What follows belongs to an exercise in optimizing a design on an open flow for small area; a production flow would make more cautious choices. RTL that was checked went through simulation tests only; none was proved equivalent to the original. For run 3, only the layout was checked, not whether the RTL still works. Power figures rest on the tool's default switching activity, not on a simulated workload.

### flow/config.mk
export PLATFORM = sky130hd
export DESIGN_NAME = top
export DESIGN_NICKNAME = top
export VERILOG_FILES = /design/flow/design.v
export SDC_FILE = /design/flow/constraint.sdc
export NUM_CORES = 4
export LEC_CHECK = 0
export CAP_MARGIN = 20
export CORE_MARGIN = 2
export CORE_UTILIZATION = 70
export CTS_BUF_LIST = sky130_fd_sc_hd__clkbuf_4
export CTS_CLUSTER_DIAMETER = 300
export CTS_CLUSTER_SIZE = 60
export SLEW_MARGIN = 20
### flow/constraint.sdc
create_clock -name core_clock -period 10.0 [get_ports {clk}]
set_input_delay 2.0000 -clock core_clock [delete_from_list [all_inputs] [get_ports {clk}]]
set_output_delay 2.0000 -clock core_clock [all_outputs]
set_load 0.01 [all_outputs]
### flow/design.v
module clock_divider (
    input  wire clk,
    input  wire reset,
    output wire tick
);
    reg [7:0] cnt;
    always @(posedge clk or posedge reset) begin
        if (reset) cnt <= 8'd0;
        else       cnt <= cnt + 1'b1;
    end
    assign tick = ~cnt[7] & (&cnt[6:0]);
endmodule
module debounced (
    input  wire clk,
    input  wire rst,
    input  wire raw,
    output reg  q
);
    localparam [6:0] INV = 7'b0101010;
    reg  [6:0] s;
    wire [6:0] c  = s ^ INV;
    wire       d  = (raw ^ q) & ~rst;
    wire       z  = ~|c[5:0];
    wire       fb = c[6] ^ c[5] ^ z;
    always @(posedge clk) s <= (d ? {c[5:0], fb} : 7'd0) ^ INV;
    always @(posedge clk or posedge rst) begin
        if (rst) q <= 1'b0;
        else if (d & c[6] & z) q <= raw;
    end
endmodule
module simon_fsm_hard (
    input  wire        clk,
    input  wire        tick,
    input  wire        reset,
    input  wire [3:0]  rise,       
    output wire [3:0]  led,
    output wire        error_led,
    output wire [3:0]  digit       
);
    reg [2:0] st;
    reg [6:0] hc;
    reg [3:0] idx, rnd;
    wire s_init  = ~(st[2] | st[1] | st[0]);
    wire s_play  = ~st[1] & st[0];
    wire s_wait  = st[1] & ~st[0];
    wire s_ckok  = ~st[2] & st[1] & st[0];
    wire s_ckbad = st[2] & st[1];
    wire s_error = st[2] & ~st[1];
    wire [3:0] pat;
    assign pat[0] = (~idx[0] & idx[1] & ~idx[3]) | (~idx[0] & idx[2] & ~idx[3]);
    assign pat[1] = (idx[0] & ~idx[1] & ~idx[2]) | (~idx[1] & ~idx[2] & idx[3]);
    assign pat[2] = (idx[0] & idx[2]) | (~idx[1] & idx[2] & idx[3]);
    assign pat[3] = (~idx[0] & ~idx[1] & ~idx[2] & ~idx[3]) | (idx[0] & idx[1]) | (idx[1] & ~idx[2] & idx[3]);
    wire valid = (rise == 4'b0001) | (rise == 4'b0010) |
                 (rise == 4'b0100) | (rise == 4'b1000);
    wire ok    = |(rise & pat);
    wire [3:0] inc  = {idx[2:0], ~(idx[3] ^ idx[0])};     
    wire [3:0] rinc = {rnd[2:0], ~(rnd[3] ^ rnd[0])};    
    wire       last = (inc == rnd);
    wire       hce  = (hc == 7'd10);
    wire       r10  = (rnd[1] & rnd[2]);    
    always @(posedge clk or posedge reset) begin
        if (reset) begin
            st <= 3'b000;
            hc <= 7'd0;
        end else if (tick) begin
            if (s_init ? ~hce : (s_play & ~(hce & last)))
                hc <= (hc + 1'b1) | {1'b0, hce, 5'b0};
            if (s_init) begin
                if (hce) st <= 3'b001;
            end else if (s_play) begin
                if (hce & last) st <= 3'b010;
            end else if (s_wait) begin
                if (valid) st <= ok ? 3'b011 : 3'b111;
            end else if (s_ckok) begin
                st <= ~last ? 3'b010 : r10 ? 3'b000 : 3'b001;
            end else if (s_ckbad) begin
                st <= 3'b100;
            end else begin  
                if (valid) st <= 3'b001;
            end
        end
    end
    always @(posedge clk) begin
        if (tick) begin
            if (s_init | s_error) begin
                idx <= 4'd14;
                rnd <= 4'd8;
            end else if (s_play) begin
                if (hce) idx <= last ? 4'd12 : inc;
            end else if (s_ckok) begin
                if (!last) idx <= inc;
                else begin idx <= 4'd14; rnd <= rinc; end
            end
        end
    end
    assign led       = s_play ? pat : 4'b0000;
    assign error_led = s_error;
    assign digit = {s_init & hc[3],
                    (st[2] & ~st[1]) | (s_init & hc[2]),
                    st[1] | (s_init & hc[1]),
                    st[0] | (s_init & hc[0])};
endmodule
module debug_display(
    input  wire [3:0] hex,
    output reg  [6:0] seg
);
  always @(*) begin
    case (hex)
      4'h0: seg = 7'b1000000;
      4'h1: seg = 7'b1111001;
      4'h2: seg = 7'b0100100;
      4'h3: seg = 7'b0110000;
      4'h4: seg = 7'b0011001;
      4'h5: seg = 7'b0010010;
      4'h6: seg = 7'b0000010;
      4'h7: seg = 7'b1111000;
      4'h8: seg = 7'b0000000;
      4'h9: seg = 7'b0010000;
      default: seg = 7'b0001000;  
    endcase
  end
endmodule
`timescale 1ns/1ps
module top(
    input  wire       clk,         
    input  wire       reset,       
    input  wire [3:0] btn,         
    output wire [3:0] led,         
    output wire       error_led,   
    output wire [6:0] seg,         
    output wire [3:0] an           
);
  wire tick;
  clock_divider btn_clk_gen (.clk(clk), .reset(reset), .tick(tick));
  wire [3:0] clean_btn;
  genvar k;
  generate
    for (k = 0; k < 4; k = k + 1) begin : DEB
      debounced db (.clk(clk), .rst(reset), .raw(btn[k]), .q(clean_btn[k]));
    end
  endgenerate
  reg [3:0] btn_s1, btn_s2;
  always @(posedge clk) begin
    if (tick) begin btn_s1 <= clean_btn; btn_s2 <= btn_s1; end
  end
  wire [3:0] digit;
  simon_fsm_hard fsm (
    .clk       (clk),
    .tick      (tick),
    .reset     (reset),
    .rise      (btn_s1 & ~btn_s2),
    .led       (led),
    .error_led (error_led),
    .digit     (digit)
  );
  debug_display dbg (.hex(digit), .seg(seg));
  assign an = 4'b1110;
endmodule
### flow/flow/run.sh
#!/bin/bash
# Own layout flow: the standard synthesis, its combinational logic re-mapped
# for area (registers untouched, proven equal), then the standard layout
# with port buffers of the smallest buffer cell.
set -euo pipefail
W=$(pwd)
F=$W/flow
R=$W/orfs/results/$FLOW_PLATFORM/top/base
YOSYS=$(readlink -f "$FLOW_HOME/../tools/install/yosys/bin/yosys")
export REMAP_LIB=$FLOW_HOME/platforms/$FLOW_PLATFORM/lib/sky130_fd_sc_hd__tt_025C_1v80.lib
export REMAP_TOP=$FLOW_TOP
export REMAP_SCRIPT=$F/area.abc

bash standard.sh synth > $W/synth.log 2>&1
cp $R/1_2_yosys.v $W/std_1_2_yosys.v
export REMAP_IN=$W/std_1_2_yosys.v
export REMAP_OUT=$W/remap_1_2_yosys.v
if "$YOSYS" -c $F/remap.tcl > $W/remap.log 2>&1 && \
   "$YOSYS" -c $F/equiv.tcl > $W/equiv.log 2>&1; then
  cp $REMAP_OUT $R/1_2_yosys.v
  rm -f $R/1_synth.odb $R/1_synth.sdc
  echo "using re-mapped netlist" > $W/remap_status.txt
else
  echo "re-map failed; using the standard netlist" > $W/remap_status.txt
fi

export BUFFER_PORTS_ARGS="-buffer_cell sky130_fd_sc_hd__buf_1"
bash standard.sh finish > $W/finish.log 2>&1
### flow/flow/area.abc
strash
&get -n
&st
&syn2
&dch -f
&nf -R 1000
&put
topo
dnsize
### flow/flow/equiv.tcl
# Prove the re-mapped netlist equal to the standard one (registers paired by name).
set lib $::env(REMAP_LIB)
yosys read_liberty -ignore_miss_func $lib
yosys read_verilog $::env(REMAP_IN)
yosys rename $::env(REMAP_TOP) gold
yosys read_verilog $::env(REMAP_OUT)
yosys rename $::env(REMAP_TOP) gate
yosys flatten
yosys async2sync
yosys opt_clean
yosys equiv_make gold gate eq
yosys hierarchy -top eq
yosys equiv_simple -seq 2
yosys equiv_induct
yosys equiv_status -assert
### flow/flow/remap.tcl
# Re-map the combinational logic of the standard synthesis netlist for area.
# Flip-flops (and tie cells) are kept as they are, with their names and cells.
set lib $::env(REMAP_LIB)
yosys read_liberty -ignore_miss_func $lib
yosys read_verilog -noautowire $::env(REMAP_IN)
yosys hierarchy -top $::env(REMAP_TOP)
yosys setattr -mod -set keep_hierarchy 1 sky130_fd_sc_hd__df* sky130_fd_sc_hd__edf* sky130_fd_sc_hd__sdf* sky130_fd_sc_hd__conb_1
yosys flatten
yosys opt_clean
yosys abc -liberty $lib -script $::env(REMAP_SCRIPT) -dont_use sky130_fd_sc_hd__probe* -dont_use sky130_fd_sc_hd__lpflow_*
yosys opt_clean -purge
yosys select $::env(REMAP_TOP)
yosys write_verilog -noattr -nohex -nodec -selected $::env(REMAP_OUT)
### flow/standard.sh
#!/bin/bash
# synth_recipe.tcl (not shown) runs the flow's synth.tcl, then flattens the netlist and writes it again
# the make line also repeats each setting of config.mk as NAME=value (left out here)
make -C /OpenROAD-flow-scripts/flow DESIGN_CONFIG=/design/flow/config.mk WORK_HOME=/design/flow/orfs CLKGATE_MAP_FILE= SYNTH_SCRIPT=/design/flow/synth_recipe.tcl "${@:-finish}"
==> results of run 1 <==
==> per-layer routing <==
| metal | global-route usage (%) | vias up |
|---|---|---|
| met5 | 0 | - |
| met2 | 39.3 | 21 |
| li1 | - | 966 |
| met1 | 28.5 | 921 |
| met4 | 11.0 | 0 |
| met3 | 7.50 | 4 |
==> final cells by class <==
cell class	count	area (um2)
flip-flops and latches	66	1590
multi-input cells	190	1100
fillers	237	729
clock buffers	12	90.1
repair buffers	19	78.8
well taps	48	60.1
clock inverters	4	20.0
inverters	4	15.0
==> worst max path at each step <==
stage                     cells past startpoint  slack (ps)     end             startpoint
after floorplan                               6        6240  seg[3]  fsm.st[0]$_DFFE_PP0P_
after global placement                        7        5970  seg[3]  fsm.st[0]$_DFFE_PP0P_
after detailed placement                      7        5910  seg[3]  fsm.st[0]$_DFFE_PP0P_
after CTS                                     7        5480  seg[3]  fsm.st[0]$_DFFE_PP0P_
after global routing                          7        5170  seg[3]  fsm.st[0]$_DFFE_PP0P_
final                                         7        5470  seg[3]  fsm.st[0]$_DFFE_PP0P_
==> registers in the layout, indices dropped and copies added (netlist names) <==
| register | flops |
|---|---|
| btn_s1 | 4 |
| btn_clk_gen.cnt | 8 |
| fsm.rnd | 4 |
| fsm.idx | 4 |
| fsm.hc | 7 |
| DEB.db.s | 28 |
| btn_s2 | 4 |
| DEB.db.q | 4 |
| fsm.st | 3 |
==> placed cells by master, fill, tap and decap left out, types with 8 or more instances in the layout <==
master / n
nand2_1: 30
o21ai_0: 12
a21oi_1: 15
nor3_1: 8
nand3_1: 8
dfxtp_1: 28
edfxtp_1: 16
xor2_1: 12
dfrtp_1: 22
buf_1: 17
clkbuf_4: 12
xnor2_1: 14
nor2_1: 29
==> power breakdown <==
part | internal, mW | leakage [nW] | switching (mW)
Sequential | 0.275 | 0.670 | 0.00138
Combinational | 0.00406 | 0.457 | 0.00881
Clock | 0.0583 | 0.0691 | 0.0844
Total | 0.338 | 1.20 | 0.0946
==> worst max-delay path: stages (launching register included) <==
cell,delay (ps)
dfrtp_1,520
nor2b_1,200
nor2_1,430
o21ai_0,340
nand2_1,200
nor3_1,60
a221o_1,270
buf_1,130
==> metrics by stage <==
step | hold slack [ps] | total power, mW | util, % | instance area, um2
3_5_place_dp | 370 | 0.295 | 77.2 | 2850
4_1_cts | 382 | 0.435 | 80.2 | 2960
5_1_grt | 391 | 0.448 | 80.2 | 2960
3_3_place_gp | 357 | 0.295 | 77.2 | 2850
2_1_floorplan | 353 | 0.291 | - | 2710
6_report | 378 | 0.432 | 80.2 | 2960
==> results.txt, run 1 <==
Setup-failing EPs final=0; gr usage total=23.8%; die height=66.1 um; GP Congestion=0.786; Hold Path Depth=1; vias=1,912; Layout area overhead=9.49%; Nets=296; met2 WL=2.26 mm; total grt overflow=0; Setup WS pre-CTS=5910 ps; Worst Path Required=8000 ps; Critical Path Fanout Max=13; sink of the worst hold path=DEB[1].db.s[3]$_DFF_P_; Starting Density=73.3%; post-synthesis instance total=258; unrepaired setup endpoints after global routing=no; max-cap violation count=0; CTS tree=yes; reg2reg start=fsm.idx[3]$_SDFFCE_PP1P_; Fmax=221 MHz; Max VDD drop=0.000145 V; layout cells sized above 1=5.76%; Synth warnings=5; drt wl/cell=13.5 um; Antenna Cells=0; pwr/cell area=146 nW/um2; CTS H-tree depth=3; FP Rows=22; Pleak=1.20 nW; worst hold path type=register to register; syn avg cell area=10.5 um2; vias in the first global route=1,846; clock slew seen by the registers of the worst setup and hold paths=110 ps; clock root cell=clkbuf_4; vias per std cell=5.57; crit path kind=register to output pin; setup TNS=0 ps; final worst path period need=4530 ps; worst-margin pin slew=925 ps; Finished Layout Cells=343; Final Max Slew Viols=0; global-route wire length before repair=7.71 mm; Clock Sinks=66; cells on worst reg2reg path=5; # IOs=22; Post-CTS Setup Bufs=0; CTS Buf Count=9; Post-CTS Hold Fix Bufs=0; Critical Path Sink Type=output pin; Starting DRT DRC Count=83; Netlist Area Pre-Place=2700 um2; Post-Route WL=4.62 mm; Die Footprint=4370 um2; number of port buffers=17; pin count of the biggest net entering global routing=33; Final HPWL DP=3.36 mm; CP Data Arrival Time=2530 ps; worst hold start=DEB[1].db.s[2]$_SDFF_PN0_; clock latency on the worst-skew pair=390 ps; clk_skew=14.4 ps; flop-to-flop setup slack=7420 ps; post-CTS sizing=0; final worst-path cycle share=45.3%; die width=66.1 um; final worst-path setup slack=5470 ps; drt drc=0; initial antenna violation count=0; TritonRoute pass-1 iters=4; met3 wire len=156 um; outcome=complete, no violations; Core Box Area=3690 um2; post-route ant nets=0; Hold Vio Cnt, Final=0; placed cells=327; Top Layer Used=met4; CTS Buffer Depth=2; end of the worst register-to-register path=fsm.rnd[0]$_SDFFCE_PP0P_; CP Launch Type=register; worst rel slew slack=38.0%; M1 wire length=2.14 mm
==> run 2, diff against run 1 <==
--- a/flow/config.mk
+++ b/flow/config.mk
@@ -10,5 +10,5 @@
 export CORE_UTILIZATION = 70
 export CTS_BUF_LIST = sky130_fd_sc_hd__clkbuf_4
-export CTS_CLUSTER_DIAMETER = 300
-export CTS_CLUSTER_SIZE = 60
+export CTS_CLUSTER_DIAMETER = 100
+export CTS_CLUSTER_SIZE = 30
 export SLEW_MARGIN = 20
==> run 2 against run 1 <==
Effect of this change:
- flip-flop and latch count stayed put
- clock-buffer cell count did not move
- synthesized area unchanged
- die area is the same
- synthesized cell count unchanged
- total power unchanged
- hold slack unchanged
- sequential power about the same
- clock skew unchanged
- largest cell class unchanged
==> results.txt, run 2 <==
vias in the first global route=1,846 (unchanged); Nets=296 (unchanged); CP Launch Type=register; setup TNS=0 ps (unchanged); syn avg cell area=10.5 um2 (unchanged); Largest regs=DEB.db.s x28, btn_clk_gen.cnt x8, fsm.hc x7; global-route wire length before repair=7.71 mm (unchanged); commonest non-fill, non-tap cells in the layout=nand2_1 (30), nor2_1 (29), dfxtp_1 (28), dfrtp_1 (22), buf_1 (17); outcome=complete, no violations; worst rel slew slack=38.0% (unchanged); end of the worst register-to-register path=fsm.rnd[0]$_SDFFCE_PP0P_; clock root cell=clkbuf_4; met2 Use GR=39.3% (unchanged); met3 GRT Util=7.50% (unchanged); Core Box Area=3690 um2 (unchanged); drt wl/cell=13.5 um (unchanged); Post-Route WL=4.62 mm (unchanged); TritonRoute pass-1 iters=4 (unchanged); Hold WS=378 ps (unchanged); final worst-path cycle share=45.3% (unchanged); Starting Density=73.3% (unchanged); Critical Path Fanout Max=13 (unchanged); initial antenna violation count=0 (unchanged); GR peak layer=met2; CTS H-tree depth=3 (unchanged); GP Congestion=0.786 (unchanged); number of port buffers=17 (unchanged); die height=66.1 um (unchanged); CTS Buffer Depth=2 (unchanged); FP Rows=22 (unchanged); worst hold path type=register to register; final worst path period need=4530 ps (unchanged); placed cells=327 (unchanged); pwr/cell area=146 nW/um2 (unchanged); Fmax=221 MHz (unchanged); Antenna Cells=0 (unchanged); Critical Path Sink Type=output pin; CTS tree=yes; final worst-path setup slack=5470 ps (unchanged); total grt overflow=0 (unchanged); Starting DRT DRC Count=83 (unchanged); Worst Path Required=8000 ps (about the same); CP peak stage delay=520 ps (about the same); Die Footprint=4370 um2 (unchanged); max-cap violation count=0 (unchanged); post-route ant nets=0 (unchanged); clk_skew=14.4 ps (unchanged); Post-CTS Setup Bufs=0 (unchanged); M1 GR Usage=28.5% (unchanged); Max VDD drop=0.000145 V (unchanged); layout cells sized above 1=5.76% (unchanged); post-synthesis instance total=258 (unchanged); gr usage total=23.8% (unchanged); vias=1,912 (unchanged); Final Max Slew Viols=0 (unchanged); Slowest-stage cell, CP=dfrtp_1; unrepaired setup endpoints after global routing=no; clock latency on the worst-skew pair=390 ps (about the same); drt drc=0 (unchanged); Final HPWL DP=3.36 mm (unchanged); Clock Sinks=66 (unchanged); CP Data Arrival Time=2530 ps (about the same); Finished Layout Cells=343 (unchanged); reg2reg start=fsm.idx[3]$_SDFFCE_PP1P_; Placed Instance Area=2850 um2 (unchanged); Layout area overhead=9.49% (unchanged); post-layout util=80.2% (unchanged); crit path kind=register to output pin; Synth warnings=5 (unchanged); flop-to-flop setup slack=7420 ps (about the same); post-CTS sizing=0 (unchanged); Hold Path Depth=1 (unchanged); CTS Buf Count=9 (unchanged); worst hold start=DEB[1].db.s[2]$_SDFF_PN0_; worst-margin pin slew=925 ps (unchanged); Hold Vio Cnt, Final=0 (unchanged); clock slew seen by the registers of the worst setup and hold paths=110 ps (about the same); critical path, cell by cell=nor2b_1 -> nor2_1 -> o21ai_0 -> nand2_1 -> nor3_1 -> a221o_1 -> buf_1; Pleak=1.20 nW (unchanged); Post-CTS Hold Fix Bufs=0 (unchanged); cells on worst reg2reg path=5 (unchanged); sink of the worst hold path=DEB[1].db.s[3]$_DFF_P_; pin count of the biggest net entering global routing=33 (unchanged); die width=66.1 um (unchanged); Overall Power=0.432 mW (unchanged); Setup WS pre-CTS=5910 ps (unchanged); max FFs per register=28 (unchanged); commonest non-fill, non-tap cell in the layout=nand2_1; Setup-failing EPs final=0 (unchanged); Netlist Area Pre-Place=2700 um2 (unchanged); # IOs=22 (unchanged); vias per std cell=5.57 (unchanged); most flop-heavy register=DEB.db.s; post-route cell area=2960 um2 (unchanged)
==> run 2: layout make-up <==
type / instances / area, um2
sequential: 66 / 1590
inverter: 4 / 15.0
fill: 237 / 729
multi-input combinational: 190 / 1100
clock inverter: 4 / 20.0
timing repair buffer: 19 / 78.8
tap: 48 / 60.1
clock buffer: 12 / 90.1
==> run 2: where the power goes <==
part / leakage [nW] / internal, mW / switching, mW
registers: 0.670 / 0.275 / 0.00138
logic: 0.457 / 0.00406 / 0.00881
clock network: 0.0691 / 0.0583 / 0.0844
==> run 2: worst max-delay path: cells and delay by family, from the launching register on <==
| family | cells | cell delay (ps) |
|---|---|---|
| AND/OR/NAND/NOR | 4 | 890 |
| AO/OA/AOI/OAI | 2 | 610 |
| flip-flops | 1 | 520 |
| buffers and inverters | 1 | 130 |
==> run 2: worst max path at each step <==
stage                                      from      to  slack, ps
after global routing      fsm.st[0]$_DFFE_PP0P_  seg[3]       5170
after detailed placement  fsm.st[0]$_DFFE_PP0P_  seg[3]       5910
after CTS                 fsm.st[0]$_DFFE_PP0P_  seg[3]       5480
after floorplan           fsm.st[0]$_DFFE_PP0P_  seg[3]       6240
final                     fsm.st[0]$_DFFE_PP0P_  seg[3]       5470
after global placement    fsm.st[0]$_DFFE_PP0P_  seg[3]       5970
==> run 2: routing by layer <==
layer | vias to the layer above | share of wire [%]
met2 | 21 | 49
met3 | 4 | 3.4
li1 | 966 | -
met4 | 0 | 1.3
met5 | - | 0
met1 | 921 | 46
==> run 3, diff against run 2 <==
--- a/flow/design.v
+++ b/flow/design.v
@@ -1,2 +1,3 @@
+`timescale 1ns/1ps
 module clock_divider (
     input  wire clk,
@@ -4,11 +5,14 @@
     output wire tick
 );
-    reg [7:0] cnt;
-    always @(posedge clk or posedge reset) begin
-        if (reset) cnt <= 8'd0;
-        else       cnt <= cnt + 1'b1;
+    reg  [7:0] c;
+    wire       z  = ~|c[6:0];
+    wire       fb = c[7] ^ c[5] ^ c[4] ^ c[3] ^ z;
+    always @(posedge clk) begin
+        if (reset) c <= 8'b1100_0101;
+        else       c <= {c[6:0], fb};
     end
-    assign tick = ~cnt[7] & (&cnt[6:0]);
+    assign tick = c[7] & z;
 endmodule
+`timescale 1ns/1ps
 module debounced (
     input  wire clk,
@@ -29,9 +33,12 @@
     end
 endmodule
+`timescale 1ns/1ps
 module simon_fsm_hard (
     input  wire        clk,
     input  wire        tick,
     input  wire        reset,
-    input  wire [3:0]  rise,       
+    input  wire        ev_v,       
+    input  wire [1:0]  ev_b,       
+    output wire        ev_hold,    
     output wire [3:0]  led,
     output wire        error_led,
@@ -44,7 +51,6 @@
     wire s_play  = ~st[1] & st[0];
     wire s_wait  = st[1] & ~st[0];
-    wire s_ckok  = ~st[2] & st[1] & st[0];
-    wire s_ckbad = st[2] & st[1];
-    wire s_error = st[2] & ~st[1];
+    wire s_check = st[1] & st[0];
+    wire s_error = st[2];
     wire [3:0] pat;
     assign pat[0] = (~idx[0] & idx[1] & ~idx[3]) | (~idx[0] & idx[2] & ~idx[3]);
@@ -52,7 +58,7 @@
     assign pat[2] = (idx[0] & idx[2]) | (~idx[1] & idx[2] & idx[3]);
     assign pat[3] = (~idx[0] & ~idx[1] & ~idx[2] & ~idx[3]) | (idx[0] & idx[1]) | (idx[1] & ~idx[2] & idx[3]);
-    wire valid = (rise == 4'b0001) | (rise == 4'b0010) |
-                 (rise == 4'b0100) | (rise == 4'b1000);
-    wire ok    = |(rise & pat);
+    wire valid = ev_v;
+    wire ok    = pat[ev_b];
+    assign ev_hold = s_wait & ev_v;
     wire [3:0] inc  = {idx[2:0], ~(idx[3] ^ idx[0])};     
     wire [3:0] rinc = {rnd[2:0], ~(rnd[3] ^ rnd[0])};    
@@ -72,9 +78,7 @@
                 if (hce & last) st <= 3'b010;
             end else if (s_wait) begin
-                if (valid) st <= ok ? 3'b011 : 3'b111;
-            end else if (s_ckok) begin
-                st <= ~last ? 3'b010 : r10 ? 3'b000 : 3'b001;
-            end else if (s_ckbad) begin
-                st <= 3'b100;
+                if (valid) st <= 3'b011;
+            end else if (s_check) begin
+                st <= ~ok ? 3'b100 : ~last ? 3'b010 : r10 ? 3'b000 : 3'b001;
             end else begin  
                 if (valid) st <= 3'b001;
@@ -89,5 +93,5 @@
             end else if (s_play) begin
                 if (hce) idx <= last ? 4'd12 : inc;
-            end else if (s_ckok) begin
+            end else if (s_check & ok) begin
                 if (!last) idx <= inc;
                 else begin idx <= 4'd14; rnd <= rinc; end
@@ -98,8 +102,9 @@
     assign error_led = s_error;
     assign digit = {s_init & hc[3],
-                    (st[2] & ~st[1]) | (s_init & hc[2]),
+                    st[2] | (s_init & hc[2]),
                     st[1] | (s_init & hc[1]),
                     st[0] | (s_init & hc[0])};
 endmodule
+`timescale 1ns/1ps
 module debug_display(
     input  wire [3:0] hex,
@@ -141,7 +146,18 @@
     end
   endgenerate
-  reg [3:0] btn_s1, btn_s2;
+  reg  [3:0] btn_s1;
+  reg        ev_v;
+  reg  [1:0] ev_b;
+  wire       ev_hold;
+  wire [3:0] rise = clean_btn & ~btn_s1;
   always @(posedge clk) begin
-    if (tick) begin btn_s1 <= clean_btn; btn_s2 <= btn_s1; end
+    if (tick) begin
+      btn_s1 <= clean_btn;
+      if (!ev_hold) begin
+        ev_v <= (rise == 4'b0001) | (rise == 4'b0010) |
+                (rise == 4'b0100) | (rise == 4'b1000);
+        ev_b <= {rise[3] | rise[2], rise[3] | rise[1]};
+      end
+    end
   end
   wire [3:0] digit;
@@ -150,5 +166,7 @@
     .tick      (tick),
     .reset     (reset),
-    .rise      (btn_s1 & ~btn_s2),
+    .ev_v      (ev_v),
+    .ev_b      (ev_b),
+    .ev_hold   (ev_hold),
     .led       (led),
     .error_led (error_led),
--- a/flow/flow/run.sh
+++ b/flow/flow/run.sh
@@ -26,3 +26,4 @@
 
 export BUFFER_PORTS_ARGS="-buffer_cell sky130_fd_sc_hd__buf_1"
+export CTS_ARGS="-sink_clustering_enable -repair_clock_nets -sink_clustering_size 30 -sink_clustering_max_diameter 100 -buf_list sky130_fd_sc_hd__clkbuf_4 -dont_use_dummy_load"
 bash standard.sh finish > $W/finish.log 2>&1
==> run 3 against run 2 <==
Effect of this change:
- synthesized area down 2.2%
- non-clock buffer count decreased by 1
- register-to-register slack improved by 140 ps
- hold slack got worse by 0.91 ps
- critical path type unchanged
- critical endpoint unchanged
- highest routed layer unchanged
==> results.txt, run 3 <==
outcome=complete, no violations; end of the worst register-to-register path=fsm.rnd[1]$_SDFFCE_PN0P_; Pleak=1.14 nW (-4.6%); clk_skew=22.6 ps (+8.18 ps); crit path kind=register to output pin; max-cap violation count=0 (unchanged); flop-to-flop setup slack=7560 ps (+140 ps); number of port buffers=17 (unchanged); die width=65.5 um (-1.0%); Clock Sinks=65 (-1.5%); Post-CTS Hold Fix Bufs=0 (unchanged); CTS tree=yes; commonest non-fill, non-tap cells in the layout=dfxtp_1 (36), nand2_1 (34), nor2_1 (34), a21oi_1 (19), buf_1 (17); CP Data Arrival Time=2170 ps (-360 ps); setup TNS=0 ps (unchanged); vias=1,995 (+4.3%); drt wl/cell=13.7 um (+2.1%); Critical Path Fanout Max=12 (-1); pwr/cell area=157 nW/um2 (+7.6%); CP Launch Type=register; Max VDD drop=0.000124 V (-15%); gr usage total=26.0% (+2.2 points); Slowest-stage cell, CP=dfrtp_1; layout cells sized above 1=3.37% (-2.4 points); cell type group with the largest total delay on the critical path=compound AO/OA/AOI/OAI gates; worst-margin pin slew=694 ps (-231 ps); placed cells=336 (+2.8%); vias per std cell=5.78 (+3.7%); die height=65.5 um (-1.0%); post-route cell area=2850 um2 (-3.7%); clock root cell=clkbuf_4; filler instances=231 (-2.5%); Worst Path Required=8000 ps (about the same); Hold Path Depth=1 (unchanged); pin count of the biggest net entering global routing=24 (-27%); Starting Density=72.8% (-0.51 points); commonest non-fill, non-tap cell in the layout=dfxtp_1; cells on worst reg2reg path=8 (+3); reg2reg start=fsm.idx[0]$_SDFFCE_PN0P_; clock slew seen by the registers of the worst setup and hold paths=100 ps (about the same); most flop-heavy register=DEB.db.s; CTS Buffer Depth=2 (unchanged); total grt overflow=0 (unchanged); initial antenna violation count=0 (unchanged); Hold Vio Cnt, Final=0 (unchanged); Largest regs=DEB.db.s x28, btn_clk_gen.c x8, fsm.hc x7; Core Box Area=3630 um2 (-1.5%); Critical Path Sink Type=output pin; drt drc=0 (unchanged); Final HPWL DP=3.53 mm (+4.8%); Nets=305 (+3.0%); Antenna Cells=0 (unchanged); Synth warnings=5 (unchanged); Setup-failing EPs final=0 (unchanged); worst rel slew slack=53.4% (+15 points); post-synthesis instance total=268 (+3.9%); Netlist Area Pre-Place=2640 um2 (-2.2%); clock latency on the worst-skew pair=380 ps (about the same); Finished Layout Cells=345 (+0.58%); Final Max Slew Viols=0 (unchanged); GP Congestion=0.860 (+9.4%); worst hold start=DEB[2].db.s[4]$_SDFF_PN0_; critical path, cell by cell=nor2_1 -> a21oi_1 -> clkinv_1 -> o311ai_0 -> buf_1; Starting DRT DRC Count=132 (+59%); # IOs=22 (unchanged); Post-CTS Setup Bufs=0 (unchanged); max FFs per register=28 (unchanged); CTS H-tree depth=3 (unchanged); sink of the worst hold path=DEB[2].db.s[5]$_DFF_P_; Placed Instance Area=2780 um2 (-2.3%); CTS Buf Count=9 (unchanged); Die Footprint=4280 um2 (-2.0%); syn avg cell area=9.86 um2 (-5.8%); CP bufs+invs=2 (+1); CP peak stage delay=540 ps (+20 ps); global-route wire length before repair=8.23 mm (+6.7%); unrepaired setup endpoints after global routing=no; worst hold path type=register to register; final worst path period need=4170 ps (-368 ps); Post-Route WL=4.74 mm (+2.7%); TritonRoute pass-1 iters=4 (unchanged); FP Rows=22 (unchanged); final worst-path cycle share=41.7% (-3.7 points); vias in the first global route=1,895 (+2.7%); Layout area overhead=7.81%; post-CTS sizing=0 (unchanged); Fmax=240 MHz (+8.8%); post-route ant nets=0 (unchanged)
==> run 3: through the flow <==
stage / setup WS, ps / hold slack [ps] / power, mW / util [%]
floorplan: 6420 / 353 / 0.324 / -
global placement: 6070 / 363 / 0.337 / 76.6
detailed placement: 6000 / 364 / 0.338 / 76.6
CTS: 5850 / 377 / 0.451 / 78.4
global route: 5670 / 389 / 0.472 / 78.4
finish: 5830 / 377 / 0.448 / 78.4
==> run 3: layout make-up <==
cell class	instances	area, um2	area share, %
clock buffers	9	67.6	2.37
inverters	6	22.5	0.790
multi-input cells	199	1110	38.8
flip-flops and latches	65	1520	53.4
well taps	48	60.1	2.11
repair buffers	18	71.3	2.50
==> run 3: per-layer routing <==
| metal | routed length (um) | up-vias | track usage (%) |
|---|---|---|---|
| li1 | - | 993 | - |
| met5 | 0 | - | 0 |
| met4 | 51 | 0 | 13.0 |
| met1 | 2140 | 922 | 33.3 |
| met3 | 282 | 6 | 8.39 |
| met2 | 2270 | 74 | 39.8 |
==> run 3: worst max path at each step <==
stage                          startpoint                 endpoint  slack, ps  cells past startpoint
floorplan           fsm.st[1]$_DFFE_PP0P_                   seg[3]       6420                      4
global placement                    reset  DEB[0].db.q$_DFFE_PP0P_       6070                      4
detailed placement                  reset  DEB[0].db.q$_DFFE_PP0P_       6000                      4
CTS                 fsm.st[1]$_DFFE_PP0P_                   seg[3]       5850                      5
global route        fsm.st[1]$_DFFE_PP0P_                   seg[3]       5670                      5
finish              fsm.st[1]$_DFFE_PP0P_                   seg[3]       5830                      5
==> run 3: where the power goes <==
group          switching (mW)  leakage [nW]  internal, mW
clock network          0.0730        0.0414        0.0419
registers             0.00733         0.624         0.276
logic                  0.0303         0.476        0.0194
==> run 4, diff against run 3 <==
--- a/flow/design.v
+++ b/flow/design.v
@@ -18,17 +18,18 @@
     input  wire clk,
     input  wire rst,
-    input  wire raw,
-    output reg  q
+    input  wire raw,    
+    output reg  q       
 );
     localparam [6:0] INV = 7'b0101010;
     reg  [6:0] s;
     wire [6:0] c  = s ^ INV;
-    wire       d  = (raw ^ q) & ~rst;
-    wire       z  = ~|c[5:0];
-    wire       fb = c[6] ^ c[5] ^ z;
+    wire       d  = (raw ^ q) & ~rst;        
+    wire       zl = ~|c[4:0];
+    wire       z  = ~c[5] & zl;              
+    wire       fb = c[6] ^ (c[5] | zl);      
     always @(posedge clk) s <= (d ? {c[5:0], fb} : 7'd0) ^ INV;
     always @(posedge clk or posedge rst) begin
-        if (rst) q <= 1'b0;
-        else if (d & c[6] & z) q <= raw;
+        if (rst)                q <= 1'b0;
+        else if (d & c[6] & z)  q <= raw;
     end
 endmodule
==> run 4 against run 3 <==
Effect of this change:
- still clean on timing, DRC and antenna
- register-to-register slack got worse by 230 ps
- sequential share of layout area increased by 0.12 points
- sequential power increased by 1%
- clock skew increased by 3.9 ps
- critical path type unchanged
- critical endpoint is now seg[4]
==> results.txt, run 4 <==
Worst Path Required=8000 ps (about the same); CP Launch Type=register; # IOs=22 (unchanged); Placed Instance Area=2780 um2 (-0.22%); vias in the first global route=1,920 (+1.3%); Antenna Cells=0 (unchanged); number of port buffers=17 (unchanged); syn avg cell area=9.66 um2 (-2.1%); CTS tree=yes; pwr/cell area=161 nW/um2 (+2.4%); pin count of the biggest net entering global routing=23 (-4.2%); Critical Path Fanout Max=12 (unchanged); Fmax=235 MHz (-2.2%); Comb pwr share=11.2% (about the same); crit path kind=register to output pin; Max VDD drop=0.000119 V (-4.3%); gr usage total=26.0% (about the same); CP Data Arrival Time=2260 ps (+90 ps); setup TNS=0 ps (unchanged); post-route cell area=2840 um2 (-0.22%); drt drc=0 (unchanged); die height=65.4 um (-0.11%); max FFs per register=28 (unchanged); Core Box Area=3630 um2 (unchanged); Synth warnings=5 (unchanged); filler instances=248 (+7.4%); vias per std cell=5.64 (-2.4%); Net Sw Frac=25.8% (+1.1 points); final worst path period need=4260 ps (+91.7 ps); CTS H-tree depth=3 (unchanged); Critical Path Sink Type=output pin; clock latency on the worst-skew pair=410 ps (+30 ps); global-route wire length before repair=8.32 mm (+1.1%); clk_skew=26.5 ps (+3.91 ps); NetSw=0.118 mW (+6.8%); clock root cell=clkbuf_4; Nets=310 (+1.6%); CTS Buf Count=9 (unchanged); FP Rows=22 (unchanged); final worst-path cycle share=42.6% (+0.92 points); Final Max Slew Viols=0 (unchanged); vias=1,975 (-1.0%); Starting DRT DRC Count=139 (+5.3%); layout cells sized above 1=3.31% (-0.056 points); Pleak=1.13 nW (-1.3%); Largest regs=DEB.db.s x28, btn_clk_gen.c x8, fsm.hc x7; Clock Sinks=65 (unchanged); Layout area overhead=7.83% (about the same); Netlist Area Pre-Place=2640 um2 (-0.24%); initial antenna violation count=0 (unchanged); post-CTS sizing=0 (unchanged); drt wl/cell=13.5 um (-1.7%); met2 WL=2.23 mm (-1.5%); die width=65.4 um (-0.11%); post-route ant nets=0 (unchanged); most flop-heavy register=DEB.db.s; Final HPWL DP=3.36 mm (-4.6%); Top Layer Used=met4; internal power=0.340 mW (+0.68%); Hold Vio Cnt, Final=0 (unchanged); Post-CTS Hold Fix Bufs=0 (unchanged); TritonRoute pass-1 iters=4 (unchanged); post-synthesis instance total=273 (+1.9%); worst hold path type=register to register; commonest non-fill, non-tap cell in the layout=nand2_1; Die Footprint=4280 um2 (-0.21%); total grt overflow=0 (unchanged); area of the multi-input gates=1100 um2 (-0.23%); CTS Buffer Depth=2 (unchanged); met3 wire len=201 um (-29%); Post-Route WL=4.73 mm (-0.27%); GP Congestion=0.773 (-10%); clock share of power=26.1% (+0.5 points); worst-margin pin slew=681 ps (-12.9 ps); Starting Density=72.6% (-0.17 points); worst rel slew slack=54.3% (+0.86 points); outcome=complete, no violations; commonest non-fill, non-tap cells in the layout=nand2_1 (43), dfxtp_1 (36), nor2_1 (32), a21oi_1 (18), buf_1 (17); clock slew seen by the registers of the worst setup and hold paths=90 ps (about the same); sequential share of power=62.6% (-0.7 points); max-cap violation count=0 (unchanged); unrepaired setup endpoints after global routing=no; Setup-failing EPs final=0 (unchanged); Post-CTS Setup Bufs=0 (unchanged); Storage cell area=1520 um2 (unchanged); M1 wire length=2.16 mm (+0.65%)
## run 4: cell types whose count changed in the layout (fill, tap and decap cells not counted), moves of 2 or more
| cell | previous run | this run |
|---|---|---|
| nand2_1 | 34 | 43 |
| or4_1 | 1 | 5 |
| nand3_1 | 7 | 10 |
| nand4b_1 | 3 | 0 |
| nor3b_1 | 3 | 0 |
| o21ai_0 | 13 | 16 |
| a31oi_1 | 3 | 1 |
| and2_0 | 6 | 8 |
| nor2_1 | 34 | 32 |
| nor4_1 | 4 | 2 |
| nor4b_1 | 2 | 0 |
## run 4: path summary, 6_finish.rpt
path	cells after the start	slack, ps	end	startpoint
setup / recovery	6	5740	seg[4]	fsm.st[1]$_DFFE_PP0P_
hold / removal	1	380	DEB[3].db.s[5]$_DFF_P_	DEB[3].db.s[4]$_SDFF_PN0_
setup reg to reg	6	7330	fsm.rnd[3]$_SDFFCE_PN1P_	fsm.idx[0]$_SDFFCE_PN0P_
hold reg to reg	1	380	DEB[3].db.s[5]$_DFF_P_	DEB[3].db.s[4]$_SDFF_PN0_
max in group asynchronous	2	7820	fsm.st[2]$_DFFE_PP0P_	reset
min in group asynchronous	2	1820	fsm.hc[6]$_DFFE_PP0P_	reset
## run 4: area by class of cell
cell class                 count  area share (%)
multi-input combinational    205            38.8
sequential                    65            53.5
inverter                       5           0.660
timing repair buffer          18            2.51
tap                           48            2.11
clock buffer                   9            2.38
## run 4: metrics by stage
stage	setup slack [ps]	cells	total power [mW]	hold slack (ps)	util [%]
after detailed placement	6160	341	0.344	368	76.4
after CTS	5780	350	0.458	385	78.3
after global placement	6210	341	0.343	365	76.4
after global routing	5520	350	0.477	391	78.3
after floorplan	6480	275	0.328	353	-
final	5740	350	0.458	383	78.3
## run 4: critical path, stage by stage, from the launching register on
cell      delay (ps)
dfrtp_1          540
nor2_1           150
a21oi_1          350
clkinv_1         170
o21ai_0          260
a21boi_0         210
buf_1            180
## run 4: power by group through the flow
stage,sequential [mW],clock (mW),combinational [mW]
after floorplan,0.290,0,0.0375
after global placement,0.292,0,0.0503
after detailed placement,0.292,0,0.0512
after CTS,0.287,0.119,0.0516
after global routing,0.288,0.130,0.0590
final,0.287,0.120,0.0514
## run 4: per-layer routing
layer  up-vias  track usage, %
met5         -               0
met4         0            14.8
met3        15            5.82
met2        42            40.9
met1       917            33.2
li1       1001               -
==> run 5, diff against run 4 <==
==> flow/flow/area.abc (replaced) <==
strash
&get -n
&st
&syn2
&dch -f
&nf -R 1000 -p
&put
topo
dnsize
==> run 5 against run 4 <==
Effect of this change:
- critical path depth shrank 1
- utilization shrank 0.31 points
- die area shrank 0.41%
- hold slack lost 11 ps
- synthesized cell count shrank 1.5%
- maximum frequency shrank 6.1%
- first-iteration DRC count grew 14%
- non-clock buffer count is the same
- flip-flop and latch count is the same
- design area shrank 0.40%
- sequential power is essentially flat
- largest power group unchanged
- highest routed layer unchanged
==> results.txt, run 5 <==
outcome=complete, no violations; post-route cell area=2830 um2 (-0.40%); unrepaired setup endpoints after global routing=no; CP Launch Type=register; drt drc=0 (unchanged); Starting Density=72.3% (-0.31 points); commonest non-fill, non-tap cell in the layout=nand2_1; Finished Layout Cells=346 (-1.1%); Final HPWL DP=3.07 mm (-8.7%); Netlist Area Pre-Place=2630 um2 (-0.43%); syn avg cell area=9.76 um2 (+1.1%); Layout area overhead=7.86% (about the same); final worst path period need=4540 ps (+277 ps); pin count of the biggest net entering global routing=23 (unchanged); Critical Path Sink Type=output pin; max FFs per register=28 (unchanged); pwr/cell area=160 nW/um2 (-0.37%); vias in the first global route=1,753 (-8.7%); Hold WS=372 ps (-10.7 ps); clock slew seen by the registers of the worst setup and hold paths=90 ps (about the same); post-route ant nets=0 (unchanged); layout cells sized above 1=3.36% (+0.044 points); placed cells=337 (-1.2%); final worst-path cycle share=45.4% (+2.8 points); Final Max Slew Viols=0 (unchanged); CTS Buf Count=9 (unchanged); commonest non-fill, non-tap cells in the layout=nand2_1 (40), dfxtp_1 (36), nor2_1 (30), a21oi_1 (19), buf_1 (17); Post-CTS Hold Fix Bufs=0 (unchanged); global-route wire length before repair=7.36 mm (-12%); Setup-failing EPs final=0 (unchanged); post-synthesis instance total=269 (-1.5%); Starting DRT DRC Count=159 (+14%); Nets=306 (-1.3%); clock root cell=clkbuf_4; Placed Instance Area=2770 um2 (-0.41%); crit path kind=register to output pin; # IOs=22 (unchanged); clock latency on the worst-skew pair=390 ps (-20 ps); most flop-heavy register=DEB.db.s; worst-margin pin slew=727 ps (+45.6 ps); flop-to-flop setup slack=7440 ps (+110 ps); Critical Path Fanout Max=12 (unchanged); worst hold path type=register to register; setup TNS=0 ps (unchanged); Pleak=1.13 nW (+0.21%); total grt overflow=0 (unchanged); CTS Buffer Depth=2 (unchanged); Worst Path Required=8000 ps (about the same); die width=65.3 um (-0.21%); vias per std cell=5.65 (+0.13%); die height=65.3 um (-0.21%); Die Footprint=4260 um2 (-0.41%); Hold Vio Cnt, Final=0 (unchanged); clk_skew=22.2 ps (-4.26 ps); post-CTS sizing=0 (unchanged); Fmax=221 MHz (-6.1%); drt wl/cell=12.6 um (-6.9%); vias=1,955 (-1.0%); Core Box Area=3630 um2 (unchanged); initial antenna violation count=0 (unchanged); Overall Power=0.454 mW (-0.76%); Largest regs=DEB.db.s x28, btn_clk_gen.c x8, fsm.hc x7; CTS H-tree depth=3 (unchanged); TritonRoute pass-1 iters=4 (unchanged); worst rel slew slack=51.2% (-3.1 points); CP Data Arrival Time=2540 ps (+280 ps); Antenna Cells=0 (unchanged); FP Rows=22 (unchanged); max-cap violation count=0 (unchanged); CTS tree=yes; Clock Sinks=65 (unchanged); Max VDD drop=0.000142 V (+19%); Post-CTS Setup Bufs=0 (unchanged); gr usage total=22.7% (-3.3 points); Post-Route WL=4.35 mm (-8.0%); number of port buffers=17 (unchanged); Synth warnings=5 (unchanged); GP Congestion=0.864 (+12%)
-- run 5: cell count changes in the layout (fill, tap and decap cells not counted), sizes merged, moves of 2 or more --
cell | previous run | this run
a211oi | 2 | 0
and2 | 8 | 6
nand2 | 43 | 40
nand2b | 6 | 9
nand3 | 10 | 8
nor2 | 32 | 30
nor2b | 7 | 12
xnor2 | 7 | 5
-- run 5: through the flow --
stage / setup slack, ps / utilization, %
2_1_floorplan: 6290 / -
3_3_place_gp: 6000 / 76.1
3_5_place_dp: 5900 / 76.1
4_1_cts: 5470 / 78.0
5_1_grt: 5190 / 78.0
6_report: 5460 / 78.0
-- run 5: worst max-delay path: stages (launching register included) --
cell	delay [ps]
dfrtp_1	500
o21bai_1	590
o21ai_0	420
nand2b_1	300
a21boi_0	180
buf_1	170
-- run 5: area by class of cell --
cell class,count,area (um2)
flip-flops and latches,65,1520
multi-input cells,202,1100
fillers,257,801
repair buffers,18,71.3
clock buffers,9,67.6
well taps,48,60.1
inverters,4,15.0
-- run 5: final timing paths --
kind / to / startpoint / depth (start not counted)
setup reg to reg: fsm.rnd[2]$_SDFFCE_PN0P_ / fsm.idx[0]$_SDFFCE_PN0P_ / 7
min in group asynchronous: fsm.hc[1]$_DFFE_PP0P_ / reset / 2
max in group asynchronous: fsm.st[0]$_DFFE_PP0P_ / reset / 2
hold reg to reg: DEB[2].db.s[3]$_DFF_P_ / DEB[2].db.s[2]$_SDFF_PN0_ / 1
hold / removal: DEB[2].db.s[3]$_DFF_P_ / DEB[2].db.s[2]$_SDFF_PN0_ / 1
setup / recovery: seg[4] / fsm.st[1]$_DFFE_PP0P_ / 5
-- run 5: routing by layer --
layer  wire, um  track usage (%)
met1       2050             29.3
met2       1980             35.2
met3        241             4.97
met4         85             13.3
met5          0                0
-- run 5: report_power, final --
part           switching (mW)  total (mW)  internal [mW]
Sequential            0.00850       0.286          0.278
Clock                  0.0744       0.116         0.0418
Combinational          0.0317      0.0515         0.0199
==> run 6, diff against run 5 <==
--- a/flow/design.v
+++ b/flow/design.v
@@ -8,5 +8,5 @@
     wire       z  = ~|c[6:0];
     wire       fb = c[7] ^ c[5] ^ c[4] ^ c[3] ^ z;
-    always @(posedge clk) begin
+    always @(posedge clk or posedge reset) begin
         if (reset) c <= 8'b1100_0101;
         else       c <= {c[6:0], fb};
@@ -24,12 +24,16 @@
     reg  [6:0] s;
     wire [6:0] c  = s ^ INV;
-    wire       d  = (raw ^ q) & ~rst;        
+    wire       d  = raw ^ q;                 
     wire       zl = ~|c[4:0];
     wire       z  = ~c[5] & zl;              
     wire       fb = c[6] ^ (c[5] | zl);      
-    always @(posedge clk) s <= (d ? {c[5:0], fb} : 7'd0) ^ INV;
     always @(posedge clk or posedge rst) begin
-        if (rst)                q <= 1'b0;
-        else if (d & c[6] & z)  q <= raw;
+        if (rst) begin
+            s <= INV;
+            q <= 1'b0;
+        end else begin
+            s <= (d ? {c[5:0], fb} : 7'd0) ^ INV;
+            if (d & c[6] & z) q <= raw;
+        end
     end
 endmodule
==> flow/flow/area.abc (replaced) <==
strash
&get -n
&st
&syn2
&dch -f
&nf -R 1000
&put
topo
dnsize
==> run 6 against run 5 <==
Effect of this change:
- critical path depth up 2
- cell count down 4.0%
- critical path type unchanged
- setup slack better by 370 ps
- clock-buffer cell count unchanged
- via count down 0.20%
- critical endpoint is now seg[3]
- combinational power up 54%
==> results.txt, run 6 <==
CP Data Arrival Time=2160 ps (-380 ps); final worst-path cycle share=41.6% (-3.7 points); CTS tree=yes; clock root cell=clkbuf_4; number of port buffers=17 (unchanged); flop-to-flop setup slack=7380 ps (-60 ps); Pleak=1.23 nW (+9.0%); clk_skew=28.7 ps (+6.46 ps); max-cap violation count=0 (unchanged); Comb pwr share=15.2% (+3.9 points); post-synthesis instance total=255 (-5.2%); CP Launch Type=register; critical path, cell by cell=nor2_1 -> a21oi_1 -> nor2_1 -> o21ai_0 -> a21o_1 -> nand3_1 -> buf_1; vias in the first global route=1,837 (+4.8%); global-route wire length before repair=7.86 mm (+6.8%); post-route ant nets=0 (unchanged); Setup-failing EPs final=0 (unchanged); Nets=292 (-4.6%); max FFs per register=28 (unchanged); drt drc=0 (unchanged); Clock Sinks=65 (unchanged); initial antenna violation count=0 (unchanged); unrepaired setup endpoints after global routing=no; Core Box Area=3740 um2 (+3.0%); CP peak stage delay=500 ps (-90 ps); Starting Density=74.3% (+2.1 points); Post-CTS Hold Fix Bufs=0 (unchanged); # IOs=22 (unchanged); Die Footprint=4500 um2 (+5.6%); internal power=0.377 mW (+11%); outcome=complete, no violations; drt wl/cell=14.4 um (+15%); Fmax=240 MHz (+9.0%); Antenna Cells=0 (unchanged); post-layout util=79.9% (+1.9 points); NetSw=0.144 mW (+26%); Worst Path Required=8000 ps (about the same); clock slew seen by the registers of the worst setup and hold paths=70 ps (-20 ps); commonest non-fill, non-tap cells in the layout=dfrtp_1 (34), nand2_1 (32), nor2_1 (31), buf_1 (17); syn avg cell area=10.9 um2 (+12%); Post-Route WL=4.79 mm (+9.9%); pwr/cell area=174 nW/um2 (+8.8%); worst rel slew slack=46.4% (-4.9 points); Hold Vio Cnt, Final=0 (unchanged); Final HPWL DP=3.41 mm (+11%); setup TNS=0 ps (unchanged); CTS Buf Count=9 (unchanged); gr usage total=24.7% (+2.1 points); Largest regs=DEB.db.s x28, btn_clk_gen.c x8, fsm.hc x7; Critical Path Fanout Max=10 (-2); vias=1,951 (-0.20%); vias per std cell=5.88 (+4.0%); TritonRoute pass-1 iters=4 (unchanged); total grt overflow=0 (unchanged); worst-margin pin slew=803 ps (+76.5 ps); Overall Power=0.521 mW (+15%); CTS H-tree depth=3 (unchanged); crit path kind=register to output pin; filler instances=236 (-8.2%); most flop-heavy register=DEB.db.s; post-CTS sizing=0 (unchanged); GP Congestion=0.848 (-1.8%); sequential share of power=62.2% (-0.9 points); worst hold path type=register to register; Starting DRT DRC Count=166 (+4.4%); die height=67.1 um (+2.8%); CP most frequent cell=nor2_1; clock latency on the worst-skew pair=400 ps (about the same); die width=67.1 um (+2.8%); Synth warnings=5 (unchanged); pin count of the biggest net entering global routing=51 (+120%); commonest non-fill, non-tap cell in the layout=dfrtp_1; CTS Buffer Depth=2 (unchanged); Post-CTS Setup Bufs=0 (unchanged); Layout area overhead=7.46%; Netlist Area Pre-Place=2780 um2 (+6.0%); Placed Instance Area=2920 um2 (+5.7%); FP Rows=22 (unchanged); Slowest-stage cell, CP=dfrtp_1; Net Sw Frac=27.7% (+2.4 points); post-route cell area=2990 um2 (+5.6%); layout cells sized above 1=9.51% (+6.2 points); Final Max Slew Viols=0 (unchanged); final worst path period need=4160 ps (-374 ps); Max VDD drop=0.000138 V (-2.3%); Critical Path Sink Type=output pin; clock share of power=22.6% (-3.0 points)
-- run 6: worst paths after layout --
kind	depth (start not counted)	to	startpoint
setup / recovery	7	seg[3]	fsm.st[1]$_DFFE_PP0P_
min in group asynchronous	2	DEB[3].db.s[2]$_DFF_PP0_	reset
max in group asynchronous	2	btn_clk_gen.c[4]$_DFF_PP0_	reset
hold reg to reg	0	btn_clk_gen.c[7]$_DFF_PP1_	btn_clk_gen.c[6]$_DFF_PP1_
hold / removal	0	btn_clk_gen.c[7]$_DFF_PP1_	btn_clk_gen.c[6]$_DFF_PP1_
setup reg to reg	8	fsm.hc[6]$_DFFE_PP0P_	btn_clk_gen.c[5]$_DFF_PP0_
-- run 6: power groups by stage --
stage | combinational [mW] | clock (mW) | sequential, mW
after detailed placement | 0.0793 | 0 | 0.329
after CTS | 0.0795 | 0.119 | 0.324
after global placement | 0.0744 | 0 | 0.328
after floorplan | 0.0638 | 0 | 0.323
final | 0.0794 | 0.118 | 0.324
after global routing | 0.0909 | 0.131 | 0.328
-- run 6: metrics by stage --
step,hold WS (ps),setup WS [ps],std cells
finish,369,5840,332
floorplan,351,6610,257
detailed placement,358,6270,323
global route,380,5630,332
CTS,371,5860,332
global placement,354,6420,323
-- run 6: layout make-up --
class,count,area [um2],share of cell area (%)
Clock buffer,9,67.6,2.26
Inverter,8,31.3,1.05
Multi-Input combinational cell,184,1040,34.7
Sequential cell,65,1720,57.6
Tap cell,48,60.1,2.01
Timing Repair Buffer,18,71.3,2.38
-- run 6: per-layer routing --
layer	GRT usage, %	vias to the layer above	share of wire, %
met5	0	-	0
met1	30.9	939	42
met4	11.5	0	2.2
li1	-	939	-
met2	39.9	62	50
met3	7.09	11	5.6
-- run 6: critical path, delay by kind of cell (launching register included) --
family	cells	cell delay (ps)
simple gates	3	330
flops	1	500
compound gates	3	830
buf+inv	1	130

re-timing with driven ports:
How much do the figures lean on ideal ports? The routed layouts below were timed once more, with nothing changed but the port constraints. Step 1, drivers: a clkbuf_16 drives clk and a buf_2 each remaining input, both assumed. Step 2 adds t to the input delays and takes it off the output delays; t is the mean of the earliest and latest rising clock arrival at the registers after step 1. Input paths then give back, and output paths get back, about the clock's delay inside the block. a / b / c = no drivers / after step 1 / after step 2; a / b = the first two.
run | t, ns | setup slack, ns | worst setup path after step 2
run 1 | 0.406 | 5.465 / 5.439 / 5.845 | register to output
run 2 | 0.406 | 5.465 / 5.439 / 5.845 | register to output
run 3 | 0.386 | 5.833 / 5.812 / 6.056 | input to register
run 4 | 0.420 | 5.742 / 5.718 / 6.139 | register to output
run 5 | 0.400 | 5.465 / 5.441 / 5.841 | register to output
run 6 | 0.416 | 5.839 / 5.811 / 6.227 | register to output
After both steps every run listed still meets setup and hold.
